What follows belongs to an exercise in optimizing a design on an open flow for small area; a production flow would make more cautious choices.
No run shown here included a check of the RTL's function; only the layout flow was run.

## flow/design.v (module list and top-level ports; edited modules follow where they fit)
// module dglk_filt_core: 1612 lines
// module dglk_fa: 4 lines
// module dglk_ha: 4 lines
// module dglk_ppb: 3 lines
// module dglk_pid_core: 2314 lines
// module DgLk_LockChannel: 70 lines
module DgLk_LockChannel (
    input  wire        i_clkp,
    input  wire        i_rstn,
    input  wire [15:0] i_a0,      
    input  wire [15:0] i_adc,     
    input  wire [15:0] i_rt,      
    input  wire [15:0] i_k0,      
    input  wire [15:0] i_k1,      
    input  wire [15:0] i_k2,      
    input  wire [4:0]  i_shift,   
    input  wire [31:0] i_min,     
    input  wire [31:0] i_max,     
    output wire [15:0] o_filt,    
    output wire [31:0] o_ut       
);
  // ...
==> flow/run.sh <==
#!/bin/bash
# synth_recipe.tcl (not shown) runs the flow's synth.tcl, then flattens the netlist and writes it again
# the make line also repeats each setting of config.mk as NAME=value (left out here)
make -C /OpenROAD-flow-scripts/flow DESIGN_CONFIG=/design/flow/config.mk WORK_HOME=/design/flow/orfs CLKGATE_MAP_FILE= SYNTH_SCRIPT=/design/flow/synth_recipe.tcl finish
==> flow/config.mk <==
export PLATFORM = sky130hd
export DESIGN_NAME = DgLk_LockChannel
export DESIGN_NICKNAME = DgLk_LockChannel
export VERILOG_FILES = /design/flow/design.v
export SDC_FILE = /design/flow/constraint.sdc
export NUM_CORES = 4
export LEC_CHECK = 0
export CAP_MARGIN = 20
export CORE_MARGIN = 2
export CORE_UTILIZATION = 40
export SLEW_MARGIN = 20
export SYNTH_HIERARCHICAL = 1
export SYNTH_MINIMUM_KEEP_SIZE = 0
==> flow/constraint.sdc <==
create_clock -name core_clock -period 5.5 [get_ports {i_clkp}]
set_input_delay 1.1000 -clock core_clock [delete_from_list [all_inputs] [get_ports {i_clkp}]]
set_output_delay 1.1000 -clock core_clock [all_outputs]
set_load 0.01 [all_outputs]
==> impl_metrics.yaml, run 1 <==
worst_setup_path:
  path_delay_family: "adder cells"
  crit_top_cell: "ha_4"
  cp.depth: 27
  endpoint: "y5[9]"
yosys:
  syn_area_per_cell_sq_um: 12.1
  postSynthCellCount: 4269
status:
  so_faults: "setup timing"
  status: "finished with violations"
sta:
  setup_viol: 13
  period_needed_ns: 6.16
  setup_ws_ns: -0.665
  max-slew-margin-rel: 0.315
min_path:
  min_path_type: "reg2reg"
  min_from: "y3[12]"
cells_and_area:
  mostFrequentLayoutCells: "xnor2_1, a22oi_2, fa_1"
  fin_nets: 5877
  final-seq-area_sq_um: 13100
  layout-drive-gt1-share: 0.294
  fin_area_sq_um: 62300
drt:
  dr.pass1.iters: 5
  wl_met1_um: 69900
clocking:
  clk_path_buf_depth: 3
  htreeDepth: 3
  numCtsBuffers: 70
  ctsResizeCount: 41
place:
  place_inst: 6424
global_route:
  use_met1: 0.338
==> inputs of run 2 (changes only) <==
--- a/flow/design.v
+++ b/flow/design.v
@@ -434,104 +434,104 @@
 wire s427;
 wire c428;
-wire t429;
-wire s430;
-wire c431;
-wire s432;
-wire c433;
-wire s434;
-wire c435;
-wire s436;
-wire c437;
-wire s438;
-wire c439;
-wire s440;
-wire c441;
-wire s442;
-wire c443;
-wire s444;
-wire c445;
-wire s446;
-wire c447;
-wire s448;
-wire c449;
-wire s450;
-wire c451;
-wire s452;
-wire c453;
-wire s454;
-wire c455;
-wire s456;
-wire c457;
-wire s458;
-wire c459;
-wire s460;
-wire c461;
-wire s462;
-wire c463;
-wire s464;
-wire c465;
-wire s466;
-wire c467;
-wire s468;
-wire c469;
-wire s470;
-wire c471;
-wire s472;
-wire c473;
-wire s474;
-wire c475;
-wire s476;
-wire c477;
-wire s478;
-wire c479;
-wire s480;
-wire c481;
-wire s482;
-wire c483;
-wire s484;
-wire c485;
-wire s486;
-wire c487;
-wire s488;
-wire c489;
-wire s490;
-wire c491;
-wire s492;
-wire c493;
-wire s494;
-wire c495;
-wire s496;
-wire c497;
-wire s498;
-wire c499;
-wire s500;
-wire c501;
-wire s502;
-wire c503;
-wire s504;
-wire c505;
-wire s506;
-wire c507;
-wire s508;
-wire c509;
-wire s510;
-wire c511;
-wire s512;
-wire c513;
-wire s514;
-wire c515;
-wire s516;
-wire c517;
-wire s518;
-wire c519;
-wire s520;
-wire c521;
-wire s522;
-wire c523;
-wire s524;
-wire c525;
-wire s526;
-wire c527;
-wire t528;
+wire n429;
+wire n430;
+wire n431;
+wire n432;
+wire n433;
+wire n434;
+wire n435;
+wire n436;
+wire n437;
+wire n438;
+wire n439;
+wire n440;
+wire n441;
+wire n442;
+wire n443;
+wire n444;
+wire n445;
+wire n446;
+wire n447;
+wire n448;
+wire n449;
+wire n450;
+wire n451;
+wire n452;
+wire n453;
+wire n454;
+wire n455;
+wire n456;
+wire n457;
+wire n458;
+wire n459;
+wire n460;
+wire n461;
+wire n462;
+wire n463;
+wire n464;
+wire n465;
+wire n466;
+wire n467;
+wire n468;
+wire n469;
+wire n470;
+wire n471;
+wire n472;
+wire n473;
+wire n474;
+wire n475;
+wire n476;
+wire n477;
+wire n478;
+wire n479;
+wire n480;
+wire n481;
+wire n482;
+wire n483;
+wire n484;
+wire n485;
+wire n486;
+wire n487;
+wire n488;
+wire n489;
+wire n490;
+wire n491;
+wire n492;
+wire n493;
+wire n494;
+wire n495;
+wire n496;
+wire n497;
+wire n498;
+wire s499;
+wire c500;
+wire s501;
+wire c502;
+wire s503;
+wire c504;
+wire s505;
+wire c506;
+wire s507;
+wire c508;
+wire s509;
+wire c510;
+wire s511;
+wire c512;
+wire s513;
+wire c514;
+wire s515;
+wire c516;
+wire s517;
+wire c518;
+wire s519;
+wire c520;
+wire s521;
+wire c522;
+wire s523;
+wire c524;
+wire s525;
+wire c526;
+wire s527;
+wire c528;
 wire s529;
 wire c530;
@@ -602,74 +602,74 @@
 wire s595;
 wire c596;
-wire s597;
-wire c598;
-wire s599;
-wire c600;
-wire s601;
-wire c602;
-wire s603;
-wire c604;
-wire s605;
-wire c606;
-wire s607;
-wire c608;
-wire s609;
-wire c610;
-wire s611;
-wire c612;
-wire s613;
-wire c614;
-wire s615;
-wire c616;
-wire s617;
-wire c618;
-wire s619;
-wire c620;
-wire s621;
-wire c622;
-wire s623;
-wire c624;
-wire s625;
-wire c626;
-wire s627;
-wire c628;
-wire s629;
-wire c630;
-wire s631;
-wire c632;
-wire s633;
-wire c634;
-wire s635;
-wire c636;
-wire s637;
-wire c638;
-wire s639;
-wire c640;
-wire s641;
-wire c642;
-wire s643;
-wire c644;
-wire s645;
-wire c646;
-wire s647;
-wire c648;
-wire s649;
-wire c650;
-wire s651;
-wire c652;
-wire s653;
-wire c654;
-wire s655;
-wire c656;
-wire s657;
-wire c658;
-wire s659;
-wire c660;
-wire s661;
-wire c662;
-wire s663;
-wire c664;
-wire s665;
-wire c666;
+wire n597;
+wire n598;
+wire n599;
+wire n600;
+wire n601;
+wire n602;
+wire n603;
+wire n604;
+wire n605;
+wire n606;
+wire n607;
+wire n608;
+wire n609;
+wire n610;
+wire n611;
+wire n612;
+wire n613;
+wire n614;
+wire n615;
+wire n616;
+wire n617;
+wire n618;
+wire n619;
+wire n620;
+wire n621;
+wire n622;
+wire n623;
+wire n624;
+wire n625;
+wire n626;
+wire n627;
+wire n628;
+wire n629;
+wire n630;
+wire n631;
+wire n632;
+wire n633;
+wire n634;
+wire n635;
+wire n636;
+wire n637;
+wire n638;
+wire n639;
+wire n640;
+wire n641;
+wire n642;
+wire n643;
+wire n644;
+wire n645;
+wire n646;
+wire n647;
+wire n648;
+wire n649;
+wire n650;
+wire n651;
+wire n652;
+wire n653;
+wire n654;
+wire n655;
+wire n656;
+wire n657;
+wire n658;
+wire n659;
+wire n660;
+wire n661;
+wire n662;
+wire n663;
+wire n664;
+wire n665;
+wire n666;
 wire s667;
 wire c668;
@@ -850,85 +850,224 @@
 wire s843;
 wire c844;
-wire n845;
-wire n846;
-wire n847;
-wire n848;
-wire n849;
-wire n850;
-wire n851;
-wire n852;
-wire n853;
-wire n854;
-wire n855;
-wire n856;
-wire n857;
-wire n858;
-wire n859;
-wire n860;
-wire n861;
-wire n862;
-wire n863;
-wire n864;
-wire n865;
-wire n866;
-wire n867;
-wire n868;
-wire n869;
-wire n870;
-wire n871;
-wire n872;
-wire n873;
-wire n874;
-wire n875;
-wire n876;
-wire n877;
-wire n878;
-wire n879;
-wire n880;
-wire n881;
-wire n882;
-wire n883;
-wire n884;
-wire n885;
-wire n886;
-wire n887;
-wire n888;
-wire n889;
-wire n890;
-wire n891;
-wire n892;
-wire n893;
-wire n894;
-wire n895;
-wire n896;
-wire n897;
-wire n898;
-wire n899;
-wire n900;
-wire n901;
-wire n902;
-wire n903;
-wire n904;
-wire n905;
-wire n906;
-wire n907;
-wire n908;
-wire n909;
-wire n910;
-wire n911;
-wire n912;
-wire n913;
-wire n914;
-wire n915;
-wire n916;
-wire n917;
-wire n918;
-wire n919;
-wire n920;
-wire n921;
-wire n922;
-wire n923;
-wire n924;
-wire n925;
+wire s845;
+wire c846;
+wire s847;
+wire c848;
+wire s849;
+wire c850;
+wire s851;
+wire c852;
+wire s853;
+wire c854;
+wire s855;
+wire c856;
+wire s857;
+wire c858;
+wire s859;
+wire c860;
+wire s861;
+wire c862;
+wire s863;
+wire c864;
+wire s865;
+wire c866;
+wire s867;
+wire c868;
+wire s869;
+wire c870;
+wire s871;
+wire c872;
+wire s873;
+wire c874;
+wire s875;
+wire c876;
+wire s877;
+wire c878;
+wire s879;
+wire c880;
+wire s881;
+wire c882;
+wire s883;
+wire c884;
+wire s885;
+wire c886;
+wire s887;
+wire c888;
+wire s889;
+wire c890;
+wire s891;
+wire c892;
+wire s893;
+wire c894;
+wire s895;
+wire c896;
+wire s897;
+wire c898;
+wire s899;
+wire c900;
+wire s901;
+wire c902;
+wire s903;
+wire c904;
+wire s905;
+wire c906;
+wire s907;
+wire c908;
+wire s909;
+wire c910;
+wire s911;
+wire c912;
+wire s913;
+wire c914;
+wire s915;
+wire c916;
+wire s917;
+wire c918;
+wire s919;
+wire c920;
+wire s921;
+wire c922;
+wire s923;
+wire c924;
+wire s925;
+wire c926;
+wire s927;
+wire c928;
+wire s929;
+wire c930;
+wire s931;
+wire c932;
+wire s933;
+wire c934;
+wire s935;
+wire c936;
+wire s937;
+wire c938;
+wire s939;
+wire c940;
+wire s941;
+wire c942;
+wire s943;
+wire c944;
+wire s945;
+wire c946;
+wire s947;
+wire c948;
+wire s949;
+wire c950;
+wire n951;
+wire n952;
+wire n953;
+wire n954;
+wire n955;
+wire n956;
+wire n957;
+wire n958;
+wire n959;
+wire n960;
+wire n961;
+wire n962;
+wire n963;
+wire n964;
+wire n965;
+wire n966;
+wire n967;
+wire n968;
+wire n969;
+wire n970;
+wire n971;
+wire n972;
+wire n973;
+wire n974;
+wire n975;
+wire n976;
+wire n977;
+wire n978;
+wire n979;
+wire n980;
+wire n981;
+wire n982;
+wire n983;
+wire n984;
+wire n985;
+wire n986;
+wire n987;
+wire n988;
+wire n989;
+wire n990;
+wire n991;
+wire n992;
+wire n993;
+wire n994;
+wire n995;
+wire n996;
+wire n997;
+wire n998;
+wire n999;
+wire n1000;
+wire n1001;
+wire n1002;
+wire n1003;
+wire n1004;
+wire n1005;
+wire n1006;
+wire n1007;
+wire n1008;
+wire n1009;
+wire n1010;
+wire n1011;
+wire n1012;
+wire n1013;
+wire n1014;
+wire n1015;
+wire n1016;
+wire n1017;
+wire n1018;
+wire n1019;
+wire n1020;
+wire n1021;
+wire n1022;
+wire n1023;
+wire n1024;
+wire n1025;
+wire n1026;
+wire n1027;
+wire n1028;
+wire n1029;
+wire n1030;
+wire n1031;
+wire n1032;
+wire n1033;
+wire n1034;
+wire n1035;
+wire n1036;
+wire n1037;
+wire n1038;
+wire n1039;
+wire n1040;
+wire n1041;
+wire n1042;
+wire n1043;
+wire n1044;
+wire n1045;
+wire n1046;
+wire n1047;
+wire n1048;
+wire n1049;
+wire n1050;
+wire n1051;
+wire n1052;
+wire n1053;
+wire n1054;
+wire n1055;
+wire n1056;
+wire n1057;
+wire n1058;
+wire n1059;
+wire n1060;
+wire n1061;
+wire n1062;
+wire n1063;
+wire n1064;
 assign n1 = a0[1] & ~a0[0];
 assign n2 = a0[2] ^ a0[1];
@@ -1310,305 +1449,458 @@
 dglk_fa fa36 (.a(s421), .b(c410), .c(s423), .s(s425), .co(c426));
 dglk_ha ha13 (.a(c412), .b(s425), .s(s427), .co(c428));
-wire [15:0] t429_v = {1'b0, {c414, s411, c390, c380, s377, s367, c354, s351, s345, s339, s335, c332, n47, p29, n28}} + {1'b0, {s427, s413, s401, s389, s379, s369, s361, s353, s347, s341, s337, s333, s331, 1'b0, a0[1]}};
-assign t429 = t429_v[15];
-dglk_ha ha14 (.a(n17), .b(p182), .s(s430), .co(c431));
-dglk_ha ha15 (.a(p183), .b(p200), .s(s432), .co(c433));
-dglk_fa fa37 (.a(n18), .b(p184), .c(p201), .s(s434), .co(c435));
-dglk_ha ha16 (.a(n218), .b(c433), .s(s436), .co(c437));
-dglk_fa fa38 (.a(p185), .b(p202), .c(p219), .s(s438), .co(c439));
-dglk_ha ha17 (.a(c437), .b(c435), .s(s440), .co(c441));
-dglk_fa fa39 (.a(n19), .b(p186), .c(p203), .s(s442), .co(c443));
-dglk_fa fa40 (.a(p220), .b(n237), .c(c439), .s(s444), .co(c445));
-dglk_ha ha18 (.a(s442), .b(c441), .s(s446), .co(c447));
-dglk_fa fa41 (.a(p187), .b(p204), .c(p221), .s(s448), .co(c449));
-dglk_fa fa42 (.a(p238), .b(c443), .c(s448), .s(s450), .co(c451));
-dglk_ha ha19 (.a(c445), .b(c447), .s(s452), .co(c453));
-dglk_fa fa43 (.a(n20), .b(p188), .c(p205), .s(s454), .co(c455));
-dglk_fa fa44 (.a(p222), .b(p239), .c(n256), .s(s456), .co(c457));
-dglk_fa fa45 (.a(c449), .b(s454), .c(s456), .s(s458), .co(c459));
-dglk_ha ha20 (.a(c451), .b(s458), .s(s460), .co(c461));
-dglk_fa fa46 (.a(p189), .b(p206), .c(p223), .s(s462), .co(c463));
-dglk_fa fa47 (.a(p240), .b(p257), .c(c455), .s(s464), .co(c465));
-dglk_fa fa48 (.a(c457), .b(s462), .c(c459), .s(s466), .co(c467));
-dglk_ha ha21 (.a(s464), .b(c461), .s(s468), .co(c469));
-dglk_fa fa49 (.a(n21), .b(p190), .c(p207), .s(s470), .co(c471));
-dglk_fa fa50 (.a(p224), .b(p241), .c(p258), .s(s472), .co(c473));
-dglk_fa fa51 (.a(n275), .b(c463), .c(s470), .s(s474), .co(c475));
-dglk_fa fa52 (.a(s472), .b(c465), .c(s474), .s(s476), .co(c477));
-dglk_ha ha22 (.a(c467), .b(c469), .s(s478), .co(c479));
-dglk_fa fa53 (.a(p191), .b(p208), .c(p225), .s(s480), .co(c481));
-dglk_fa fa54 (.a(p242), .b(p259), .c(p276), .s(s482), .co(c483));
-dglk_fa fa55 (.a(c471), .b(c473), .c(s480), .s(s484), .co(c485));
-dglk_fa fa56 (.a(s482), .b(c475), .c(s484), .s(s486), .co(c487));
-dglk_ha ha23 (.a(c477), .b(s486), .s(s488), .co(c489));
-dglk_fa fa57 (.a(n22), .b(p192), .c(p209), .s(s490), .co(c491));
-dglk_fa fa58 (.a(p226), .b(p243), .c(p260), .s(s492), .co(c493));
-dglk_fa fa59 (.a(p277), .b(n294), .c(c481), .s(s494), .co(c495));
-dglk_fa fa60 (.a(c483), .b(s490), .c(s492), .s(s496), .co(c497));
-dglk_fa fa61 (.a(c485), .b(s494), .c(s496), .s(s498), .co(c499));
-dglk_ha ha24 (.a(c487), .b(s498), .s(s500), .co(c501));
-dglk_fa fa62 (.a(p193), .b(p210), .c(p227), .s(s502), .co(c503));
-dglk_fa fa63 (.a(p244), .b(p261), .c(p278), .s(s504), .co(c505));
-dglk_fa fa64 (.a(p295), .b(c491), .c(c493), .s(s506), .co(c507));
-dglk_fa fa65 (.a(s502), .b(s504), .c(c495), .s(s508), .co(c509));
-dglk_fa fa66 (.a(c497), .b(s506), .c(s508), .s(s510), .co(c511));
-dglk_ha ha25 (.a(c499), .b(c501), .s(s512), .co(c513));
-dglk_fa fa67 (.a(n26), .b(p194), .c(p211), .s(s514), .co(c515));
-dglk_fa fa68 (.a(p228), .b(p245), .c(p262), .s(s516), .co(c517));
-dglk_fa fa69 (.a(p279), .b(p296), .c(n313), .s(s518), .co(c519));
-dglk_fa fa70 (.a(c503), .b(c505), .c(s514), .s(s520), .co(c521));
-dglk_fa fa71 (.a(s516), .b(s518), .c(c507), .s(s522), .co(c523));
-dglk_fa fa72 (.a(s520), .b(c509), .c(s522), .s(s524), .co(c525));
-dglk_ha ha26 (.a(c511), .b(s524), .s(s526), .co(c527));
-wire [15:0] t528_v = {1'b0, {c513, s510, c489, c479, s476, s466, c453, s450, s444, s438, s434, c431, n199, p181, n180}} + {1'b0, {s526, s512, s500, s488, s478, s468, s460, s452, s446, s440, s436, s432, s430, 1'b0, n16}};
-assign t528 = t528_v[15];
-dglk_fa fa73 (.a(p43), .b(p60), .c(p77), .s(s529), .co(c530));
-dglk_fa fa74 (.a(p94), .b(p111), .c(p128), .s(s531), .co(c532));
-dglk_fa fa75 (.a(p145), .b(p162), .c(p195), .s(s533), .co(c534));
-dglk_fa fa76 (.a(p212), .b(p229), .c(p246), .s(s535), .co(c536));
-dglk_fa fa77 (.a(p263), .b(p280), .c(p297), .s(s537), .co(c538));
-dglk_fa fa78 (.a(p314), .b(c416), .c(c418), .s(s539), .co(c540));
-dglk_fa fa79 (.a(c420), .b(c515), .c(c517), .s(s541), .co(c542));
-dglk_fa fa80 (.a(c519), .b(s529), .c(s531), .s(s543), .co(c544));
-dglk_fa fa81 (.a(s533), .b(s535), .c(s537), .s(s545), .co(c546));
-dglk_fa fa82 (.a(c422), .b(c521), .c(s539), .s(s547), .co(c548));
-dglk_fa fa83 (.a(s541), .b(s543), .c(s545), .s(s549), .co(c550));
-dglk_fa fa84 (.a(c424), .b(c523), .c(s547), .s(s551), .co(c552));
-dglk_fa fa85 (.a(s549), .b(c426), .c(c525), .s(s553), .co(c554));
-dglk_fa fa86 (.a(s551), .b(c428), .c(c527), .s(s555), .co(c556));
-dglk_ha ha27 (.a(s553), .b(s555), .s(s557), .co(c558));
-dglk_fa fa87 (.a(p61), .b(p78), .c(p95), .s(s559), .co(c560));
-dglk_fa fa88 (.a(p112), .b(p129), .c(p146), .s(s561), .co(c562));
-dglk_fa fa89 (.a(p163), .b(p213), .c(p230), .s(s563), .co(c564));
-dglk_fa fa90 (.a(p247), .b(p264), .c(p281), .s(s565), .co(c566));
-dglk_fa fa91 (.a(p298), .b(p315), .c(n45), .s(s567), .co(c568));
-dglk_fa fa92 (.a(n197), .b(c530), .c(c532), .s(s569), .co(c570));
-dglk_fa fa93 (.a(c534), .b(c536), .c(c538), .s(s571), .co(c572));
-dglk_fa fa94 (.a(s559), .b(s561), .c(s563), .s(s573), .co(c574));
-dglk_fa fa95 (.a(s565), .b(s567), .c(c540), .s(s575), .co(c576));
-dglk_fa fa96 (.a(c542), .b(c544), .c(c546), .s(s577), .co(c578));
-dglk_fa fa97 (.a(s569), .b(s571), .c(s573), .s(s579), .co(c580));
-dglk_fa fa98 (.a(c548), .b(s575), .c(c550), .s(s581), .co(c582));
-dglk_fa fa99 (.a(s577), .b(s579), .c(c552), .s(s583), .co(c584));
-dglk_fa fa100 (.a(s581), .b(c554), .c(s583), .s(s585), .co(c586));
-dglk_ha ha28 (.a(c556), .b(c558), .s(s587), .co(c588));
-assign s589 = ~(p62 ^ p79);
-assign c590 = p62 | p79;
-dglk_fa fa101 (.a(p96), .b(p113), .c(p130), .s(s591), .co(c592));
-dglk_fa fa102 (.a(p147), .b(p164), .c(p214), .s(s593), .co(c594));
-dglk_fa fa103 (.a(p231), .b(p248), .c(p265), .s(s595), .co(c596));
-dglk_fa fa104 (.a(p282), .b(p299), .c(p316), .s(s597), .co(c598));
-dglk_fa fa105 (.a(s589), .b(c560), .c(c562), .s(s599), .co(c600));
-dglk_fa fa106 (.a(c564), .b(c566), .c(c568), .s(s601), .co(c602));
-dglk_fa fa107 (.a(s591), .b(s593), .c(s595), .s(s603), .co(c604));
-dglk_fa fa108 (.a(s597), .b(c570), .c(c572), .s(s605), .co(c606));
-dglk_fa fa109 (.a(c574), .b(s599), .c(s601), .s(s607), .co(c608));
-dglk_fa fa110 (.a(s603), .b(c576), .c(c578), .s(s609), .co(c610));
-dglk_fa fa111 (.a(s605), .b(c580), .c(s607), .s(s611), .co(c612));
-dglk_fa fa112 (.a(c582), .b(s609), .c(s611), .s(s613), .co(c614));
-dglk_fa fa113 (.a(c584), .b(s613), .c(c586), .s(s615), .co(c616));
-assign s617 = ~(p80 ^ p97);
-assign c618 = p80 | p97;
-dglk_fa fa114 (.a(p114), .b(p131), .c(p148), .s(s619), .co(c620));
-dglk_fa fa115 (.a(p165), .b(p232), .c(p249), .s(s621), .co(c622));
-dglk_fa fa116 (.a(p266), .b(p283), .c(p300), .s(s623), .co(c624));
-dglk_fa fa117 (.a(p317), .b(n64), .c(n216), .s(s625), .co(c626));
-dglk_fa fa118 (.a(c590), .b(s617), .c(c592), .s(s627), .co(c628));
-dglk_fa fa119 (.a(c594), .b(c596), .c(c598), .s(s629), .co(c630));
-dglk_fa fa120 (.a(s619), .b(s621), .c(s623), .s(s631), .co(c632));
-dglk_fa fa121 (.a(s625), .b(c600), .c(c602), .s(s633), .co(c634));
-dglk_fa fa122 (.a(c604), .b(s627), .c(s629), .s(s635), .co(c636));
-dglk_fa fa123 (.a(s631), .b(c606), .c(c608), .s(s637), .co(c638));
-dglk_fa fa124 (.a(s633), .b(s635), .c(c610), .s(s639), .co(c640));
-dglk_fa fa125 (.a(c612), .b(s637), .c(s639), .s(s641), .co(c642));
-dglk_ha ha29 (.a(c614), .b(s641), .s(s643), .co(c644));
-dglk_fa fa126 (.a(p81), .b(p98), .c(p115), .s(s645), .co(c646));
-dglk_fa fa127 (.a(p132), .b(p149), .c(p166), .s(s647), .co(c648));
-dglk_fa fa128 (.a(p233), .b(p250), .c(p267), .s(s649), .co(c650));
-dglk_fa fa129 (.a(p284), .b(p301), .c(p318), .s(s651), .co(c652));
-dglk_fa fa130 (.a(c618), .b(c620), .c(c622), .s(s653), .co(c654));
-dglk_fa fa131 (.a(c624), .b(c626), .c(s645), .s(s655), .co(c656));
-dglk_fa fa132 (.a(s647), .b(s649), .c(s651), .s(s657), .co(c658));
-dglk_fa fa133 (.a(c628), .b(c630), .c(c632), .s(s659), .co(c660));
-dglk_fa fa134 (.a(s653), .b(s655), .c(s657), .s(s661), .co(c662));
-dglk_fa fa135 (.a(c634), .b(c636), .c(s659), .s(s663), .co(c664));
-dglk_fa fa136 (.a(s661), .b(c638), .c(s663), .s(s665), .co(c666));
-dglk_fa fa137 (.a(c640), .b(s665), .c(c642), .s(s667), .co(c668));
-assign s669 = ~(p99 ^ p116);
-assign c670 = p99 | p116;
-dglk_fa fa138 (.a(p133), .b(p150), .c(p167), .s(s671), .co(c672));
-dglk_fa fa139 (.a(p251), .b(p268), .c(p285), .s(s673), .co(c674));
-dglk_fa fa140 (.a(p302), .b(p319), .c(n83), .s(s675), .co(c676));
-dglk_fa fa141 (.a(n235), .b(s669), .c(c646), .s(s677), .co(c678));
-dglk_fa fa142 (.a(c648), .b(c650), .c(c652), .s(s679), .co(c680));
-dglk_fa fa143 (.a(s671), .b(s673), .c(s675), .s(s681), .co(c682));
-dglk_fa fa144 (.a(c654), .b(c656), .c(c658), .s(s683), .co(c684));
-dglk_fa fa145 (.a(s677), .b(s679), .c(s681), .s(s685), .co(c686));
-dglk_fa fa146 (.a(c660), .b(c662), .c(s683), .s(s687), .co(c688));
-dglk_fa fa147 (.a(s685), .b(c664), .c(s687), .s(s689), .co(c690));
-dglk_ha ha30 (.a(c666), .b(s689), .s(s691), .co(c692));
-dglk_fa fa148 (.a(p100), .b(p117), .c(p134), .s(s693), .co(c694));
-dglk_fa fa149 (.a(p151), .b(p168), .c(p252), .s(s695), .co(c696));
-dglk_fa fa150 (.a(p269), .b(p286), .c(p303), .s(s697), .co(c698));
-dglk_fa fa151 (.a(p320), .b(c670), .c(c672), .s(s699), .co(c700));
-dglk_fa fa152 (.a(c674), .b(c676), .c(s693), .s(s701), .co(c702));
-dglk_fa fa153 (.a(s695), .b(s697), .c(c678), .s(s703), .co(c704));
-dglk_fa fa154 (.a(c680), .b(s699), .c(c682), .s(s705), .co(c706));
-dglk_fa fa155 (.a(s701), .b(c684), .c(s703), .s(s707), .co(c708));
-dglk_fa fa156 (.a(c686), .b(s705), .c(c688), .s(s709), .co(c710));
-dglk_fa fa157 (.a(s707), .b(c690), .c(s709), .s(s711), .co(c712));
-assign s713 = ~(p118 ^ p135);
-assign c714 = p118 | p135;
-dglk_fa fa158 (.a(p152), .b(p169), .c(p270), .s(s715), .co(c716));
-dglk_fa fa159 (.a(p287), .b(p304), .c(p321), .s(s717), .co(c718));
-dglk_fa fa160 (.a(n102), .b(n254), .c(s713), .s(s719), .co(c720));
-dglk_fa fa161 (.a(c694), .b(c696), .c(c698), .s(s721), .co(c722));
-dglk_fa fa162 (.a(s715), .b(s717), .c(s719), .s(s723), .co(c724));
-dglk_fa fa163 (.a(c700), .b(c702), .c(s721), .s(s725), .co(c726));
-dglk_fa fa164 (.a(s723), .b(c704), .c(c706), .s(s727), .co(c728));
-dglk_fa fa165 (.a(s725), .b(c708), .c(s727), .s(s729), .co(c730));
-dglk_ha ha31 (.a(c710), .b(s729), .s(s731), .co(c732));
-dglk_fa fa166 (.a(p119), .b(p136), .c(p153), .s(s733), .co(c734));
-dglk_fa fa167 (.a(p170), .b(p271), .c(p288), .s(s735), .co(c736));
-dglk_fa fa168 (.a(p305), .b(p322), .c(c714), .s(s737), .co(c738));
-dglk_fa fa169 (.a(c716), .b(c718), .c(s733), .s(s739), .co(c740));
-dglk_fa fa170 (.a(s735), .b(s737), .c(c720), .s(s741), .co(c742));
-dglk_fa fa171 (.a(c722), .b(s739), .c(c724), .s(s743), .co(c744));
-dglk_fa fa172 (.a(s741), .b(c726), .c(s743), .s(s745), .co(c746));
-dglk_fa fa173 (.a(c728), .b(s745), .c(c730), .s(s747), .co(c748));
-assign s749 = ~(p137 ^ p154);
-assign c750 = p137 | p154;
-dglk_fa fa174 (.a(p171), .b(p289), .c(p306), .s(s751), .co(c752));
-dglk_fa fa175 (.a(p323), .b(n121), .c(n273), .s(s753), .co(c754));
-dglk_fa fa176 (.a(s749), .b(c734), .c(c736), .s(s755), .co(c756));
-dglk_fa fa177 (.a(s751), .b(s753), .c(c738), .s(s757), .co(c758));
-dglk_fa fa178 (.a(c740), .b(s755), .c(c742), .s(s759), .co(c760));
-dglk_fa fa179 (.a(s757), .b(c744), .c(s759), .s(s761), .co(c762));
-dglk_ha ha32 (.a(c746), .b(s761), .s(s763), .co(c764));
-dglk_fa fa180 (.a(p138), .b(p155), .c(p172), .s(s765), .co(c766));
-dglk_fa fa181 (.a(p290), .b(p307), .c(p324), .s(s767), .co(c768));
-dglk_fa fa182 (.a(c750), .b(c752), .c(c754), .s(s769), .co(c770));
-dglk_fa fa183 (.a(s765), .b(s767), .c(c756), .s(s771), .co(c772));
-dglk_fa fa184 (.a(s769), .b(c758), .c(s771), .s(s773), .co(c774));
-dglk_fa fa185 (.a(c760), .b(s773), .c(c762), .s(s775), .co(c776));
-assign s777 = ~(p156 ^ p173);
-assign c778 = p156 | p173;
-dglk_fa fa186 (.a(p308), .b(p325), .c(n140), .s(s779), .co(c780));
-dglk_fa fa187 (.a(n292), .b(s777), .c(c766), .s(s781), .co(c782));
-dglk_fa fa188 (.a(c768), .b(s779), .c(c770), .s(s783), .co(c784));
-dglk_fa fa189 (.a(s781), .b(c772), .c(s783), .s(s785), .co(c786));
-dglk_ha ha33 (.a(c774), .b(s785), .s(s787), .co(c788));
-dglk_fa fa190 (.a(p157), .b(p174), .c(p309), .s(s789), .co(c790));
-dglk_fa fa191 (.a(p326), .b(c778), .c(c780), .s(s791), .co(c792));
-dglk_fa fa192 (.a(s789), .b(c782), .c(s791), .s(s793), .co(c794));
-dglk_fa fa193 (.a(c784), .b(s793), .c(c786), .s(s795), .co(c796));
-assign s797 = ~(p175 ^ p327);
-assign c798 = p175 | p327;
-dglk_fa fa194 (.a(n159), .b(n311), .c(s797), .s(s799), .co(c800));
-dglk_fa fa195 (.a(c790), .b(s799), .c(c792), .s(s801), .co(c802));
-dglk_ha ha34 (.a(c794), .b(s801), .s(s803), .co(c804));
-dglk_fa fa196 (.a(p176), .b(p328), .c(c798), .s(s805), .co(c806));
-dglk_fa fa197 (.a(s805), .b(c800), .c(c802), .s(s807), .co(c808));
-assign s809 = ~(n178 ^ n330);
-assign c810 = n178 | n330;
-dglk_ha ha35 (.a(s809), .b(c806), .s(s811), .co(c812));
-dglk_ha ha36 (.a(s557), .b(t528), .s(s813), .co(c814));
-dglk_ha ha37 (.a(s585), .b(s587), .s(s815), .co(c816));
-dglk_ha ha38 (.a(c588), .b(s615), .s(s817), .co(c818));
-dglk_ha ha39 (.a(c616), .b(s643), .s(s819), .co(c820));
-dglk_ha ha40 (.a(c644), .b(s667), .s(s821), .co(c822));
-dglk_ha ha41 (.a(c668), .b(s691), .s(s823), .co(c824));
-dglk_ha ha42 (.a(c692), .b(s711), .s(s825), .co(c826));
-dglk_ha ha43 (.a(c712), .b(s731), .s(s827), .co(c828));
-dglk_ha ha44 (.a(c732), .b(s747), .s(s829), .co(c830));
-dglk_ha ha45 (.a(c748), .b(s763), .s(s831), .co(c832));
-dglk_ha ha46 (.a(c764), .b(s775), .s(s833), .co(c834));
-dglk_ha ha47 (.a(c776), .b(s787), .s(s835), .co(c836));
-dglk_ha ha48 (.a(c788), .b(s795), .s(s837), .co(c838));
-dglk_ha ha49 (.a(c796), .b(s803), .s(s839), .co(c840));
-dglk_ha ha50 (.a(c804), .b(s807), .s(s841), .co(c842));
-dglk_ha ha51 (.a(c808), .b(s811), .s(s843), .co(c844));
-assign n845 = c814 | (s813 & t429);
-assign n846 = c816 | (s815 & n845);
-assign n847 = s815 & s813;
-assign n848 = c820 | (s819 & c818);
-assign n849 = s819 & s817;
-assign n850 = c824 | (s823 & c822);
-assign n851 = s823 & s821;
-assign n852 = c828 | (s827 & c826);
-assign n853 = s827 & s825;
-assign n854 = c832 | (s831 & c830);
-assign n855 = s831 & s829;
-assign n856 = c836 | (s835 & c834);
-assign n857 = s835 & s833;
-assign n858 = c840 | (s839 & c838);
-assign n859 = s839 & s837;
-assign n860 = c844 | (s843 & c842);
-assign n861 = s843 & s841;
-assign n862 = c818 | (s817 & n846);
-assign n863 = s817 & n847;
-assign n864 = n848 | (n849 & n846);
-assign n865 = n849 & n847;
-assign n866 = c826 | (s825 & n850);
-assign n867 = s825 & n851;
-assign n868 = n852 | (n853 & n850);
-assign n869 = n853 & n851;
-assign n870 = c834 | (s833 & n854);
-assign n871 = s833 & n855;
-assign n872 = n856 | (n857 & n854);
-assign n873 = n857 & n855;
-assign n874 = c842 | (s841 & n858);
-assign n875 = s841 & n859;
-assign n876 = n860 | (n861 & n858);
-assign n877 = n861 & n859;
-assign n878 = c822 | (s821 & n864);
-assign n879 = s821 & n865;
-assign n880 = n850 | (n851 & n864);
-assign n881 = n851 & n865;
-assign n882 = n866 | (n867 & n864);
-assign n883 = n867 & n865;
-assign n884 = n868 | (n869 & n864);
-assign n885 = n869 & n865;
-assign n886 = c838 | (s837 & n872);
-assign n887 = s837 & n873;
-assign n888 = n858 | (n859 & n872);
-assign n889 = n859 & n873;
-assign n890 = n874 | (n875 & n872);
-assign n891 = n875 & n873;
-assign n892 = n876 | (n877 & n872);
-assign n893 = n877 & n873;
-assign n894 = c830 | (s829 & n884);
-assign n895 = s829 & n885;
-assign n896 = n854 | (n855 & n884);
-assign n897 = n855 & n885;
-assign n898 = n870 | (n871 & n884);
-assign n899 = n871 & n885;
-assign n900 = n872 | (n873 & n884);
-assign n901 = n873 & n885;
-assign n902 = n886 | (n887 & n884);
-assign n903 = n887 & n885;
-assign n904 = n888 | (n889 & n884);
-assign n905 = n889 & n885;
-assign n906 = n890 | (n891 & n884);
-assign n907 = n891 & n885;
-assign n908 = n892 | (n893 & n884);
-assign n909 = n893 & n885;
-assign n910 = s813 ^ t429;
-assign n911 = s815 ^ n845;
-assign n912 = s817 ^ n846;
-assign n913 = s819 ^ n862;
-assign n914 = s821 ^ n864;
-assign n915 = s823 ^ n878;
-assign n916 = s825 ^ n880;
-assign n917 = s827 ^ n882;
-assign n918 = s829 ^ n884;
-assign n919 = s831 ^ n894;
-assign n920 = s833 ^ n896;
-assign n921 = s835 ^ n898;
-assign n922 = s837 ^ n900;
-assign n923 = s839 ^ n902;
-assign n924 = s841 ^ n904;
-assign n925 = s843 ^ n906;
-assign ynew = {n925, n924, n923, n922, n921, n920, n919, n918, n917, n916, n915, n914, n913, n912, n911, n910};
+assign n429 = n28 & a0[1];
+assign n430 = n28 | a0[1];
+assign n431 = n28 ^ a0[1];
+assign n432 = n47 & s331;
+assign n433 = n47 | s331;
+assign n434 = n47 ^ s331;
+assign n435 = c332 & s333;
+assign n436 = c332 | s333;
+assign n437 = c332 ^ s333;
+assign n438 = s335 & s337;
+assign n439 = s335 | s337;
+assign n440 = s335 ^ s337;
+assign n441 = s339 & s341;
+assign n442 = s339 | s341;
+assign n443 = s339 ^ s341;
+assign n444 = s345 & s347;
+assign n445 = s345 | s347;
+assign n446 = s345 ^ s347;
+assign n447 = s351 & s353;
+assign n448 = s351 | s353;
+assign n449 = s351 ^ s353;
+assign n450 = c354 & s361;
+assign n451 = c354 | s361;
+assign n452 = c354 ^ s361;
+assign n453 = s367 & s369;
+assign n454 = s367 | s369;
+assign n455 = s367 ^ s369;
+assign n456 = s377 & s379;
+assign n457 = s377 | s379;
+assign n458 = s377 ^ s379;
+assign n459 = c380 & s389;
+assign n460 = c380 | s389;
+assign n461 = c380 ^ s389;
+assign n462 = c390 & s401;
+assign n463 = c390 | s401;
+assign n464 = c390 ^ s401;
+assign n465 = s411 & s413;
+assign n466 = s411 | s413;
+assign n467 = s411 ^ s413;
+assign n468 = c414 & s427;
+assign n469 = c414 | s427;
+assign n470 = c414 ^ s427;
+assign n471 = p29 & n429;
+assign n472 = p29 & n430;
+assign n473 = n435 | (n436 & n432);
+assign n474 = n436 & n433;
+assign n475 = n441 | (n442 & n438);
+assign n476 = n442 & n439;
+assign n477 = n447 | (n448 & n444);
+assign n478 = n448 & n445;
+assign n479 = n453 | (n454 & n450);
+assign n480 = n454 & n451;
+assign n481 = n459 | (n460 & n456);
+assign n482 = n460 & n457;
+assign n483 = n465 | (n466 & n462);
+assign n484 = n466 & n463;
+assign n485 = n473 | (n474 & n471);
+assign n486 = n474 & n472;
+assign n487 = n477 | (n478 & n475);
+assign n488 = n478 & n476;
+assign n489 = n481 | (n482 & n479);
+assign n490 = n482 & n480;
+assign n491 = n468 | (n469 & n483);
+assign n492 = n469 & n484;
+assign n493 = n487 | (n488 & n485);
+assign n494 = n488 & n486;
+assign n495 = n491 | (n492 & n489);
+assign n496 = n492 & n490;
+assign n497 = n495 | (n496 & n493);
+assign n498 = n496 & n494;
+dglk_ha ha14 (.a(n17), .b(p182), .s(s499), .co(c500));
+dglk_ha ha15 (.a(p183), .b(p200), .s(s501), .co(c502));
+dglk_fa fa37 (.a(n18), .b(p184), .c(p201), .s(s503), .co(c504));
+dglk_ha ha16 (.a(n218), .b(c502), .s(s505), .co(c506));
+dglk_fa fa38 (.a(p185), .b(p202), .c(p219), .s(s507), .co(c508));
+dglk_ha ha17 (.a(c506), .b(c504), .s(s509), .co(c510));
+dglk_fa fa39 (.a(n19), .b(p186), .c(p203), .s(s511), .co(c512));
+dglk_fa fa40 (.a(p220), .b(n237), .c(c508), .s(s513), .co(c514));
+dglk_ha ha18 (.a(s511), .b(c510), .s(s515), .co(c516));
+dglk_fa fa41 (.a(p187), .b(p204), .c(p221), .s(s517), .co(c518));
+dglk_fa fa42 (.a(p238), .b(c512), .c(s517), .s(s519), .co(c520));
+dglk_ha ha19 (.a(c514), .b(c516), .s(s521), .co(c522));
+dglk_fa fa43 (.a(n20), .b(p188), .c(p205), .s(s523), .co(c524));
+dglk_fa fa44 (.a(p222), .b(p239), .c(n256), .s(s525), .co(c526));
+dglk_fa fa45 (.a(c518), .b(s523), .c(s525), .s(s527), .co(c528));
+dglk_ha ha20 (.a(c520), .b(s527), .s(s529), .co(c530));
+dglk_fa fa46 (.a(p189), .b(p206), .c(p223), .s(s531), .co(c532));
+dglk_fa fa47 (.a(p240), .b(p257), .c(c524), .s(s533), .co(c534));
+dglk_fa fa48 (.a(c526), .b(s531), .c(c528), .s(s535), .co(c536));
+dglk_ha ha21 (.a(s533), .b(c530), .s(s537), .co(c538));
+dglk_fa fa49 (.a(n21), .b(p190), .c(p207), .s(s539), .co(c540));
+dglk_fa fa50 (.a(p224), .b(p241), .c(p258), .s(s541), .co(c542));
+dglk_fa fa51 (.a(n275), .b(c532), .c(s539), .s(s543), .co(c544));
+dglk_fa fa52 (.a(s541), .b(c534), .c(s543), .s(s545), .co(c546));
+dglk_ha ha22 (.a(c536), .b(c538), .s(s547), .co(c548));
+dglk_fa fa53 (.a(p191), .b(p208), .c(p225), .s(s549), .co(c550));
+dglk_fa fa54 (.a(p242), .b(p259), .c(p276), .s(s551), .co(c552));
+dglk_fa fa55 (.a(c540), .b(c542), .c(s549), .s(s553), .co(c554));
+dglk_fa fa56 (.a(s551), .b(c544), .c(s553), .s(s555), .co(c556));
+dglk_ha ha23 (.a(c546), .b(s555), .s(s557), .co(c558));
+dglk_fa fa57 (.a(n22), .b(p192), .c(p209), .s(s559), .co(c560));
+dglk_fa fa58 (.a(p226), .b(p243), .c(p260), .s(s561), .co(c562));
+dglk_fa fa59 (.a(p277), .b(n294), .c(c550), .s(s563), .co(c564));
+dglk_fa fa60 (.a(c552), .b(s559), .c(s561), .s(s565), .co(c566));
+dglk_fa fa61 (.a(c554), .b(s563), .c(s565), .s(s567), .co(c568));
+dglk_ha ha24 (.a(c556), .b(s567), .s(s569), .co(c570));
+dglk_fa fa62 (.a(p193), .b(p210), .c(p227), .s(s571), .co(c572));
+dglk_fa fa63 (.a(p244), .b(p261), .c(p278), .s(s573), .co(c574));
+dglk_fa fa64 (.a(p295), .b(c560), .c(c562), .s(s575), .co(c576));
+dglk_fa fa65 (.a(s571), .b(s573), .c(c564), .s(s577), .co(c578));
+dglk_fa fa66 (.a(c566), .b(s575), .c(s577), .s(s579), .co(c580));
+dglk_ha ha25 (.a(c568), .b(c570), .s(s581), .co(c582));
+dglk_fa fa67 (.a(n26), .b(p194), .c(p211), .s(s583), .co(c584));
+dglk_fa fa68 (.a(p228), .b(p245), .c(p262), .s(s585), .co(c586));
+dglk_fa fa69 (.a(p279), .b(p296), .c(n313), .s(s587), .co(c588));
+dglk_fa fa70 (.a(c572), .b(c574), .c(s583), .s(s589), .co(c590));
+dglk_fa fa71 (.a(s585), .b(s587), .c(c576), .s(s591), .co(c592));
+dglk_fa fa72 (.a(s589), .b(c578), .c(s591), .s(s593), .co(c594));
+dglk_ha ha26 (.a(c580), .b(s593), .s(s595), .co(c596));
+assign n597 = n180 & n16;
+assign n598 = n180 | n16;
+assign n599 = n180 ^ n16;
+assign n600 = n199 & s499;
+assign n601 = n199 | s499;
+assign n602 = n199 ^ s499;
+assign n603 = c500 & s501;
+assign n604 = c500 | s501;
+assign n605 = c500 ^ s501;
+assign n606 = s503 & s505;
+assign n607 = s503 | s505;
+assign n608 = s503 ^ s505;
+assign n609 = s507 & s509;
+assign n610 = s507 | s509;
+assign n611 = s507 ^ s509;
+assign n612 = s513 & s515;
+assign n613 = s513 | s515;
+assign n614 = s513 ^ s515;
+assign n615 = s519 & s521;
+assign n616 = s519 | s521;
+assign n617 = s519 ^ s521;
+assign n618 = c522 & s529;
+assign n619 = c522 | s529;
+assign n620 = c522 ^ s529;
+assign n621 = s535 & s537;
+assign n622 = s535 | s537;
+assign n623 = s535 ^ s537;
+assign n624 = s545 & s547;
+assign n625 = s545 | s547;
+assign n626 = s545 ^ s547;
+assign n627 = c548 & s557;
+assign n628 = c548 | s557;
+assign n629 = c548 ^ s557;
+assign n630 = c558 & s569;
+assign n631 = c558 | s569;
+assign n632 = c558 ^ s569;
+assign n633 = s579 & s581;
+assign n634 = s579 | s581;
+assign n635 = s579 ^ s581;
+assign n636 = c582 & s595;
+assign n637 = c582 | s595;
+assign n638 = c582 ^ s595;
+assign n639 = p181 & n597;
+assign n640 = p181 & n598;
+assign n641 = n603 | (n604 & n600);
+assign n642 = n604 & n601;
+assign n643 = n609 | (n610 & n606);
+assign n644 = n610 & n607;
+assign n645 = n615 | (n616 & n612);
+assign n646 = n616 & n613;
+assign n647 = n621 | (n622 & n618);
+assign n648 = n622 & n619;
+assign n649 = n627 | (n628 & n624);
+assign n650 = n628 & n625;
+assign n651 = n633 | (n634 & n630);
+assign n652 = n634 & n631;
+assign n653 = n641 | (n642 & n639);
+assign n654 = n642 & n640;
+assign n655 = n645 | (n646 & n643);
+assign n656 = n646 & n644;
+assign n657 = n649 | (n650 & n647);
+assign n658 = n650 & n648;
+assign n659 = n636 | (n637 & n651);
+assign n660 = n637 & n652;
+assign n661 = n655 | (n656 & n653);
+assign n662 = n656 & n654;
+assign n663 = n659 | (n660 & n657);
+assign n664 = n660 & n658;
+assign n665 = n663 | (n664 & n661);
+assign n666 = n664 & n662;
+dglk_fa fa73 (.a(p43), .b(p60), .c(p77), .s(s667), .co(c668));
+dglk_fa fa74 (.a(p94), .b(p111), .c(p128), .s(s669), .co(c670));
+dglk_fa fa75 (.a(p145), .b(p162), .c(p195), .s(s671), .co(c672));
+dglk_fa fa76 (.a(p212), .b(p229), .c(p246), .s(s673), .co(c674));
+dglk_fa fa77 (.a(p263), .b(p280), .c(p297), .s(s675), .co(c676));
+dglk_fa fa78 (.a(p314), .b(c416), .c(c418), .s(s677), .co(c678));
+dglk_fa fa79 (.a(c420), .b(c584), .c(c586), .s(s679), .co(c680));
+dglk_fa fa80 (.a(c588), .b(s667), .c(s669), .s(s681), .co(c682));
+dglk_fa fa81 (.a(s671), .b(s673), .c(s675), .s(s683), .co(c684));
+dglk_fa fa82 (.a(c422), .b(c590), .c(s677), .s(s685), .co(c686));
+dglk_fa fa83 (.a(s679), .b(s681), .c(s683), .s(s687), .co(c688));
+dglk_fa fa84 (.a(c424), .b(c592), .c(s685), .s(s689), .co(c690));
+dglk_fa fa85 (.a(s687), .b(c426), .c(c594), .s(s691), .co(c692));
+dglk_fa fa86 (.a(s689), .b(c428), .c(c596), .s(s693), .co(c694));
+dglk_ha ha27 (.a(s691), .b(s693), .s(s695), .co(c696));
+dglk_fa fa87 (.a(p61), .b(p78), .c(p95), .s(s697), .co(c698));
+dglk_fa fa88 (.a(p112), .b(p129), .c(p146), .s(s699), .co(c700));
+dglk_fa fa89 (.a(p163), .b(p213), .c(p230), .s(s701), .co(c702));
+dglk_fa fa90 (.a(p247), .b(p264), .c(p281), .s(s703), .co(c704));
+dglk_fa fa91 (.a(p298), .b(p315), .c(n45), .s(s705), .co(c706));
+dglk_fa fa92 (.a(n197), .b(c668), .c(c670), .s(s707), .co(c708));
+dglk_fa fa93 (.a(c672), .b(c674), .c(c676), .s(s709), .co(c710));
+dglk_fa fa94 (.a(s697), .b(s699), .c(s701), .s(s711), .co(c712));
+dglk_fa fa95 (.a(s703), .b(s705), .c(c678), .s(s713), .co(c714));
+dglk_fa fa96 (.a(c680), .b(c682), .c(c684), .s(s715), .co(c716));
+dglk_fa fa97 (.a(s707), .b(s709), .c(s711), .s(s717), .co(c718));
+dglk_fa fa98 (.a(c686), .b(s713), .c(c688), .s(s719), .co(c720));
+dglk_fa fa99 (.a(s715), .b(s717), .c(c690), .s(s721), .co(c722));
+dglk_fa fa100 (.a(s719), .b(c692), .c(s721), .s(s723), .co(c724));
+dglk_ha ha28 (.a(c694), .b(c696), .s(s725), .co(c726));
+assign s727 = ~(p62 ^ p79);
+assign c728 = p62 | p79;
+dglk_fa fa101 (.a(p96), .b(p113), .c(p130), .s(s729), .co(c730));
+dglk_fa fa102 (.a(p147), .b(p164), .c(p214), .s(s731), .co(c732));
+dglk_fa fa103 (.a(p231), .b(p248), .c(p265), .s(s733), .co(c734));
+dglk_fa fa104 (.a(p282), .b(p299), .c(p316), .s(s735), .co(c736));
+dglk_fa fa105 (.a(s727), .b(c698), .c(c700), .s(s737), .co(c738));
+dglk_fa fa106 (.a(c702), .b(c704), .c(c706), .s(s739), .co(c740));
+dglk_fa fa107 (.a(s729), .b(s731), .c(s733), .s(s741), .co(c742));
+dglk_fa fa108 (.a(s735), .b(c708), .c(c710), .s(s743), .co(c744));
+dglk_fa fa109 (.a(c712), .b(s737), .c(s739), .s(s745), .co(c746));
+dglk_fa fa110 (.a(s741), .b(c714), .c(c716), .s(s747), .co(c748));
+dglk_fa fa111 (.a(s743), .b(c718), .c(s745), .s(s749), .co(c750));
+dglk_fa fa112 (.a(c720), .b(s747), .c(s749), .s(s751), .co(c752));
+dglk_fa fa113 (.a(c722), .b(s751), .c(c724), .s(s753), .co(c754));
+assign s755 = ~(p80 ^ p97);
+assign c756 = p80 | p97;
+dglk_fa fa114 (.a(p114), .b(p131), .c(p148), .s(s757), .co(c758));
+dglk_fa fa115 (.a(p165), .b(p232), .c(p249), .s(s759), .co(c760));
+dglk_fa fa116 (.a(p266), .b(p283), .c(p300), .s(s761), .co(c762));
+dglk_fa fa117 (.a(p317), .b(n64), .c(n216), .s(s763), .co(c764));
+dglk_fa fa118 (.a(c728), .b(s755), .c(c730), .s(s765), .co(c766));
+dglk_fa fa119 (.a(c732), .b(c734), .c(c736), .s(s767), .co(c768));
+dglk_fa fa120 (.a(s757), .b(s759), .c(s761), .s(s769), .co(c770));
+dglk_fa fa121 (.a(s763), .b(c738), .c(c740), .s(s771), .co(c772));
+dglk_fa fa122 (.a(c742), .b(s765), .c(s767), .s(s773), .co(c774));
+dglk_fa fa123 (.a(s769), .b(c744), .c(c746), .s(s775), .co(c776));
+dglk_fa fa124 (.a(s771), .b(s773), .c(c748), .s(s777), .co(c778));
+dglk_fa fa125 (.a(c750), .b(s775), .c(s777), .s(s779), .co(c780));
+dglk_ha ha29 (.a(c752), .b(s779), .s(s781), .co(c782));
+dglk_fa fa126 (.a(p81), .b(p98), .c(p115), .s(s783), .co(c784));
+dglk_fa fa127 (.a(p132), .b(p149), .c(p166), .s(s785), .co(c786));
+dglk_fa fa128 (.a(p233), .b(p250), .c(p267), .s(s787), .co(c788));
+dglk_fa fa129 (.a(p284), .b(p301), .c(p318), .s(s789), .co(c790));
+dglk_fa fa130 (.a(c756), .b(c758), .c(c760), .s(s791), .co(c792));
+dglk_fa fa131 (.a(c762), .b(c764), .c(s783), .s(s793), .co(c794));
+dglk_fa fa132 (.a(s785), .b(s787), .c(s789), .s(s795), .co(c796));
+dglk_fa fa133 (.a(c766), .b(c768), .c(c770), .s(s797), .co(c798));
+dglk_fa fa134 (.a(s791), .b(s793), .c(s795), .s(s799), .co(c800));
+dglk_fa fa135 (.a(c772), .b(c774), .c(s797), .s(s801), .co(c802));
+dglk_fa fa136 (.a(s799), .b(c776), .c(s801), .s(s803), .co(c804));
+dglk_fa fa137 (.a(c778), .b(s803), .c(c780), .s(s805), .co(c806));
+assign s807 = ~(p99 ^ p116);
+assign c808 = p99 | p116;
+dglk_fa fa138 (.a(p133), .b(p150), .c(p167), .s(s809), .co(c810));
+dglk_fa fa139 (.a(p251), .b(p268), .c(p285), .s(s811), .co(c812));
+dglk_fa fa140 (.a(p302), .b(p319), .c(n83), .s(s813), .co(c814));
+dglk_fa fa141 (.a(n235), .b(s807), .c(c784), .s(s815), .co(c816));
+dglk_fa fa142 (.a(c786), .b(c788), .c(c790), .s(s817), .co(c818));
+dglk_fa fa143 (.a(s809), .b(s811), .c(s813), .s(s819), .co(c820));
+dglk_fa fa144 (.a(c792), .b(c794), .c(c796), .s(s821), .co(c822));
+dglk_fa fa145 (.a(s815), .b(s817), .c(s819), .s(s823), .co(c824));
+dglk_fa fa146 (.a(c798), .b(c800), .c(s821), .s(s825), .co(c826));
+dglk_fa fa147 (.a(s823), .b(c802), .c(s825), .s(s827), .co(c828));
+dglk_ha ha30 (.a(c804), .b(s827), .s(s829), .co(c830));
+dglk_fa fa148 (.a(p100), .b(p117), .c(p134), .s(s831), .co(c832));
+dglk_fa fa149 (.a(p151), .b(p168), .c(p252), .s(s833), .co(c834));
+dglk_fa fa150 (.a(p269), .b(p286), .c(p303), .s(s835), .co(c836));
+dglk_fa fa151 (.a(p320), .b(c808), .c(c810), .s(s837), .co(c838));
+dglk_fa fa152 (.a(c812), .b(c814), .c(s831), .s(s839), .co(c840));
+dglk_fa fa153 (.a(s833), .b(s835), .c(c816), .s(s841), .co(c842));
+dglk_fa fa154 (.a(c818), .b(s837), .c(c820), .s(s843), .co(c844));
+dglk_fa fa155 (.a(s839), .b(c822), .c(s841), .s(s845), .co(c846));
+dglk_fa fa156 (.a(c824), .b(s843), .c(c826), .s(s847), .co(c848));
+dglk_fa fa157 (.a(s845), .b(c828), .c(s847), .s(s849), .co(c850));
+assign s851 = ~(p118 ^ p135);
+assign c852 = p118 | p135;
+dglk_fa fa158 (.a(p152), .b(p169), .c(p270), .s(s853), .co(c854));
+dglk_fa fa159 (.a(p287), .b(p304), .c(p321), .s(s855), .co(c856));
+dglk_fa fa160 (.a(n102), .b(n254), .c(s851), .s(s857), .co(c858));
+dglk_fa fa161 (.a(c832), .b(c834), .c(c836), .s(s859), .co(c860));
+dglk_fa fa162 (.a(s853), .b(s855), .c(s857), .s(s861), .co(c862));
+dglk_fa fa163 (.a(c838), .b(c840), .c(s859), .s(s863), .co(c864));
+dglk_fa fa164 (.a(s861), .b(c842), .c(c844), .s(s865), .co(c866));
+dglk_fa fa165 (.a(s863), .b(c846), .c(s865), .s(s867), .co(c868));
+dglk_ha ha31 (.a(c848), .b(s867), .s(s869), .co(c870));
+dglk_fa fa166 (.a(p119), .b(p136), .c(p153), .s(s871), .co(c872));
+dglk_fa fa167 (.a(p170), .b(p271), .c(p288), .s(s873), .co(c874));
+dglk_fa fa168 (.a(p305), .b(p322), .c(c852), .s(s875), .co(c876));
+dglk_fa fa169 (.a(c854), .b(c856), .c(s871), .s(s877), .co(c878));
+dglk_fa fa170 (.a(s873), .b(s875), .c(c858), .s(s879), .co(c880));
+dglk_fa fa171 (.a(c860), .b(s877), .c(c862), .s(s881), .co(c882));
+dglk_fa fa172 (.a(s879), .b(c864), .c(s881), .s(s883), .co(c884));
+dglk_fa fa173 (.a(c866), .b(s883), .c(c868), .s(s885), .co(c886));
+assign s887 = ~(p137 ^ p154);
+assign c888 = p137 | p154;
+dglk_fa fa174 (.a(p171), .b(p289), .c(p306), .s(s889), .co(c890));
+dglk_fa fa175 (.a(p323), .b(n121), .c(n273), .s(s891), .co(c892));
+dglk_fa fa176 (.a(s887), .b(c872), .c(c874), .s(s893), .co(c894));
+dglk_fa fa177 (.a(s889), .b(s891), .c(c876), .s(s895), .co(c896));
+dglk_fa fa178 (.a(c878), .b(s893), .c(c880), .s(s897), .co(c898));
+dglk_fa fa179 (.a(s895), .b(c882), .c(s897), .s(s899), .co(c900));
+dglk_ha ha32 (.a(c884), .b(s899), .s(s901), .co(c902));
+dglk_fa fa180 (.a(p138), .b(p155), .c(p172), .s(s903), .co(c904));
+dglk_fa fa181 (.a(p290), .b(p307), .c(p324), .s(s905), .co(c906));
+dglk_fa fa182 (.a(c888), .b(c890), .c(c892), .s(s907), .co(c908));
+dglk_fa fa183 (.a(s903), .b(s905), .c(c894), .s(s909), .co(c910));
+dglk_fa fa184 (.a(s907), .b(c896), .c(s909), .s(s911), .co(c912));
+dglk_fa fa185 (.a(c898), .b(s911), .c(c900), .s(s913), .co(c914));
+assign s915 = ~(p156 ^ p173);
+assign c916 = p156 | p173;
+dglk_fa fa186 (.a(p308), .b(p325), .c(n140), .s(s917), .co(c918));
+dglk_fa fa187 (.a(n292), .b(s915), .c(c904), .s(s919), .co(c920));
+dglk_fa fa188 (.a(c906), .b(s917), .c(c908), .s(s921), .co(c922));
+dglk_fa fa189 (.a(s919), .b(c910), .c(s921), .s(s923), .co(c924));
+dglk_ha ha33 (.a(c912), .b(s923), .s(s925), .co(c926));
+dglk_fa fa190 (.a(p157), .b(p174), .c(p309), .s(s927), .co(c928));
+dglk_fa fa191 (.a(p326), .b(c916), .c(c918), .s(s929), .co(c930));
+dglk_fa fa192 (.a(s927), .b(c920), .c(s929), .s(s931), .co(c932));
+dglk_fa fa193 (.a(c922), .b(s931), .c(c924), .s(s933), .co(c934));
+assign s935 = ~(p175 ^ p327);
+assign c936 = p175 | p327;
+dglk_fa fa194 (.a(n159), .b(n311), .c(s935), .s(s937), .co(c938));
+dglk_fa fa195 (.a(c928), .b(s937), .c(c930), .s(s939), .co(c940));
+dglk_ha ha34 (.a(c932), .b(s939), .s(s941), .co(c942));
+dglk_fa fa196 (.a(p176), .b(p328), .c(c936), .s(s943), .co(c944));
+dglk_fa fa197 (.a(s943), .b(c938), .c(c940), .s(s945), .co(c946));
+assign s947 = ~(n178 ^ n330);
+assign c948 = n178 | n330;
+dglk_ha ha35 (.a(s947), .b(c944), .s(s949), .co(c950));
+assign n951 = s695 & n665;
+assign n952 = s695 | n665;
+assign n953 = s695 ^ n665;
+assign n954 = s723 & s725;
+assign n955 = s723 | s725;
+assign n956 = s723 ^ s725;
+assign n957 = c726 & s753;
+assign n958 = c726 | s753;
+assign n959 = c726 ^ s753;
+assign n960 = c754 & s781;
+assign n961 = c754 | s781;
+assign n962 = c754 ^ s781;
+assign n963 = c782 & s805;
+assign n964 = c782 | s805;
+assign n965 = c782 ^ s805;
+assign n966 = c806 & s829;
+assign n967 = c806 | s829;
+assign n968 = c806 ^ s829;
+assign n969 = c830 & s849;
+assign n970 = c830 | s849;
+assign n971 = c830 ^ s849;
+assign n972 = c850 & s869;
+assign n973 = c850 | s869;
+assign n974 = c850 ^ s869;
+assign n975 = c870 & s885;
+assign n976 = c870 | s885;
+assign n977 = c870 ^ s885;
+assign n978 = c886 & s901;
+assign n979 = c886 | s901;
+assign n980 = c886 ^ s901;
+assign n981 = c902 & s913;
+assign n982 = c902 | s913;
+assign n983 = c902 ^ s913;
+assign n984 = c914 & s925;
+assign n985 = c914 | s925;
+assign n986 = c914 ^ s925;
+assign n987 = c926 & s933;
+assign n988 = c926 | s933;
+assign n989 = c926 ^ s933;
+assign n990 = c934 & s941;
+assign n991 = c934 | s941;
+assign n992 = c934 ^ s941;
+assign n993 = c942 & s945;
+assign n994 = c942 | s945;
+assign n995 = c942 ^ s945;
+assign n996 = c946 & s949;
+assign n997 = c946 | s949;
+assign n998 = c946 ^ s949;
+assign n999 = n951 | (n952 & n497);
+assign n1000 = n954 | (n955 & n999);
+assign n1001 = n960 | (n961 & n957);
+assign n1002 = n961 & n958;
+assign n1003 = n966 | (n967 & n963);
+assign n1004 = n967 & n964;
+assign n1005 = n972 | (n973 & n969);
+assign n1006 = n973 & n970;
+assign n1007 = n978 | (n979 & n975);
+assign n1008 = n979 & n976;
+assign n1009 = n984 | (n985 & n981);
+assign n1010 = n985 & n982;
+assign n1011 = n990 | (n991 & n987);
+assign n1012 = n991 & n988;
+assign n1013 = n996 | (n997 & n993);
+assign n1014 = n997 & n994;
+assign n1015 = n957 | (n958 & n1000);
+assign n1016 = n1001 | (n1002 & n1000);
+assign n1017 = n969 | (n970 & n1003);
+assign n1018 = n970 & n1004;
+assign n1019 = n1005 | (n1006 & n1003);
+assign n1020 = n1006 & n1004;
+assign n1021 = n981 | (n982 & n1007);
+assign n1022 = n982 & n1008;
+assign n1023 = n1009 | (n1010 & n1007);
+assign n1024 = n1010 & n1008;
+assign n1025 = n993 | (n994 & n1011);
+assign n1026 = n994 & n1012;
+assign n1027 = n1013 | (n1014 & n1011);
+assign n1028 = n1014 & n1012;
+assign n1029 = n963 | (n964 & n1016);
+assign n1030 = n1003 | (n1004 & n1016);
+assign n1031 = n1017 | (n1018 & n1016);
+assign n1032 = n1019 | (n1020 & n1016);
+assign n1033 = n987 | (n988 & n1023);
+assign n1034 = n988 & n1024;
+assign n1035 = n1011 | (n1012 & n1023);
+assign n1036 = n1012 & n1024;
+assign n1037 = n1025 | (n1026 & n1023);
+assign n1038 = n1026 & n1024;
+assign n1039 = n1027 | (n1028 & n1023);
+assign n1040 = n1028 & n1024;
+assign n1041 = n975 | (n976 & n1032);
+assign n1042 = n1007 | (n1008 & n1032);
+assign n1043 = n1021 | (n1022 & n1032);
+assign n1044 = n1023 | (n1024 & n1032);
+assign n1045 = n1033 | (n1034 & n1032);
+assign n1046 = n1035 | (n1036 & n1032);
+assign n1047 = n1037 | (n1038 & n1032);
+assign n1048 = n1039 | (n1040 & n1032);
+assign n1049 = n953 ^ n497;
+assign n1050 = n956 ^ n999;
+assign n1051 = n959 ^ n1000;
+assign n1052 = n962 ^ n1015;
+assign n1053 = n965 ^ n1016;
+assign n1054 = n968 ^ n1029;
+assign n1055 = n971 ^ n1030;
+assign n1056 = n974 ^ n1031;
+assign n1057 = n977 ^ n1032;
+assign n1058 = n980 ^ n1041;
+assign n1059 = n983 ^ n1042;
+assign n1060 = n986 ^ n1043;
+assign n1061 = n989 ^ n1044;
+assign n1062 = n992 ^ n1045;
+assign n1063 = n995 ^ n1046;
+assign n1064 = n998 ^ n1047;
+assign ynew = {n1064, n1063, n1062, n1061, n1060, n1059, n1058, n1057, n1056, n1055, n1054, n1053, n1052, n1051, n1050, n1049};
 endmodule
 module dglk_fa (input wire a, input wire b, input wire c, output wire s, output wire co);
==> run 2 against run 1 <==
Against the previous run:
- the layout still fails its checks (setup timing)
- non-clock buffer count grew 46
- critical path type unchanged
- flip-flop and latch count is the same
- clock-buffer cell count grew 7
- first-iteration DRC count shrank 0.67%
- largest cell class unchanged
==> impl_metrics.yaml, run 2 <==
worst_setup_path:
  critPathMaxFanout: 8
  crit_buf_inv: 3
  end_kind: "flip-flop"
  max_stage_delay_ns: 0.53
  crit_chain: "buf_12, xor2_4, buf_12, a22oi_2, xnor2_2, fa_2, fa_2, fa_2, fa_2, fa_1, fa_2, fa_1, inv_2, ha_4, nor3_4, o21ai_4, a21oi_2, nor2_2, o21ba_1, fa_1, xnor2_1"
  startpoint_type: "flip-flop"
  path_delay_family: "adder cells"
  critical_path_class: "reg2reg"
  critPathRequiredTime_ns: 6.05
  worstPathArrival_ns: 6.44
  slowest_stage: "fa_1"
  crit_top_cell: "fa_2"
sta:
  hold_viol: 0
  max-slew-margin-rel: 0.237
  holdWs_ns: 0.287
  setup_tns_ns: -2.97
  rsz0062_at_grt: "yes"
  fmax_mhz: 170
  period_share: 1.07
  setup_ws_ns: -0.383
  period_needed_ns: 5.88
  final_max_slew_viol_count: 0
  setup_viol: 12
  fin_worst_skew_ns: 0.0723
  worst_pin_slew_ns: 1.14
die:
  core-area_sq_um: 129000
  start_util: 0.402
  dieArea_sq_um: 132000
  die_h_um: 364
  fp-row-count: 132
  ios: 215
  die_w_um: 364
yosys:
  postSynthCellCount: 4337
  syn_area_per_cell_sq_um: 11.9
  yosys_warnings: 7
  syn_nets: 5348
  synth_area_sq_um: 51800
status:
  so_faults: "setup timing"
  status: "finished with violations"
clocking:
  path_clk_slew_ns: 0.07
  cts_tree: "built"
  clk_path_buf_depth: 3
  cts_sinks: 599
  ctsRootBufferMaster: "clkbuf_16"
  htreeDepth: 3
  insertion_delay_ns: 0.70
  numCtsBuffers: 71
  holdBufCountCts: 0
place:
  portBuffers: 214
  gp_congestion: 0.892
  place_hpwl_um: 126000
  dp_slack_ns: -0.574
  place_area_sq_um: 60000
  place_inst: 6593
drt:
  final_antenna_net_count: 0
  drt_wl_total_um: 159000
  vias_per_cell: 5.53
  routedWlPerCell_um: 23.4
  vias: 37400
  drtIter0Drc: 2673
  drc: 0
  dr.pass1.iters: 5
global_route:
  grt_pass1_vias: 39700
  grtUsageTotal: 0.243
  grt_pass1_wl_um: 245000
  antenna_found_initial: 1
  grt_max_degree: 89
  grt_overflow: 0
cells_and_area:
  fin_nets: 5977
  area_growth_pct: 22.5
  mostFrequentLayoutCells: "xnor2_1, a22oi_2, fa_1"
  fin_util: 0.492
  layout-drive-gt1-share: 0.306
  final_cells: 6767
  layout_commonest_cell: "xnor2_1"
  fin_area_sq_um: 63500
  fill_cells: 11600
job:
  drv_cap: 0
min_path:
  min_path_type: "reg2reg"
-- run 2: path summary, 6_finish.rpt --
check,from,end,slack [ns],cells past startpoint
hold reg to reg,y2[1],y1[1],0.29,0
min in group asynchronous,i_rstn,e4[4],0.45,1
setup / recovery,a0_r[3],y5[9],-0.38,21
hold / removal,y2[1],y1[1],0.29,0
setup reg to reg,a0_r[3],y5[9],-0.38,21
max in group asynchronous,i_rstn,r1[6],3.77,2
-- run 2: cell type report --
type,instances,area [sq um],share of cell area
inverter,253,968,0.0153
tap,1742,2180,0.0343
clock buffer,98,2030,0.0320
timing repair buffer,712,6770,0.107
sequential,599,13100,0.206
clock inverter,33,419,0.00661
multi-input combinational,3329,38000,0.599
antenna,1,2.50,0.0000394
-- run 2: repair_timing --
action / CTS / global route
pin swaps: 48 / 37
endpoints found under the setup margin: 12 / 13
cloned: 1 / 0
resized for setup: 91 / 46
buffers inserted: 36 / 8
-- run 2: routing by layer --
layer / share of wire / GRT usage / routed length (um) / vias to the layer above
li1: - / - / - / 16600
met1: 0.44 / 0.335 / 69100 / 19200
met2: 0.47 / 0.389 / 74100 / 1349
met3: 0.062 / 0.0369 / 9870 / 264
met4: 0.034 / 0.0832 / 5460 / 0
met5: 0 / 0 / 0 / -

separate check: timing with driven ports:
The flow's constraints put no driver on any port. The routed layouts listed below were extracted and timed again, unchanged, in two steps.
Step 1 assumes that a clkbuf_16 drives the clock port and a buf_2 every other input.
Step 2 also shifts input and output timing later by t, the mid clock arrival at the registers, as if the neighbouring blocks saw the same clock.
a / b / c = no drivers / after step 1 / after step 2; a / b = the first two.
| run | shift t [ns] | setup WS [ns] | clock arrival spread, ns |
|---|---|---|---|
| run 1 | 0.734 | -0.665 / -0.665 / -0.665 | 0.042 / 0.042 |
| run 2 | 0.734 | -0.383 / -0.383 / -0.383 | 0.077 / 0.077 |
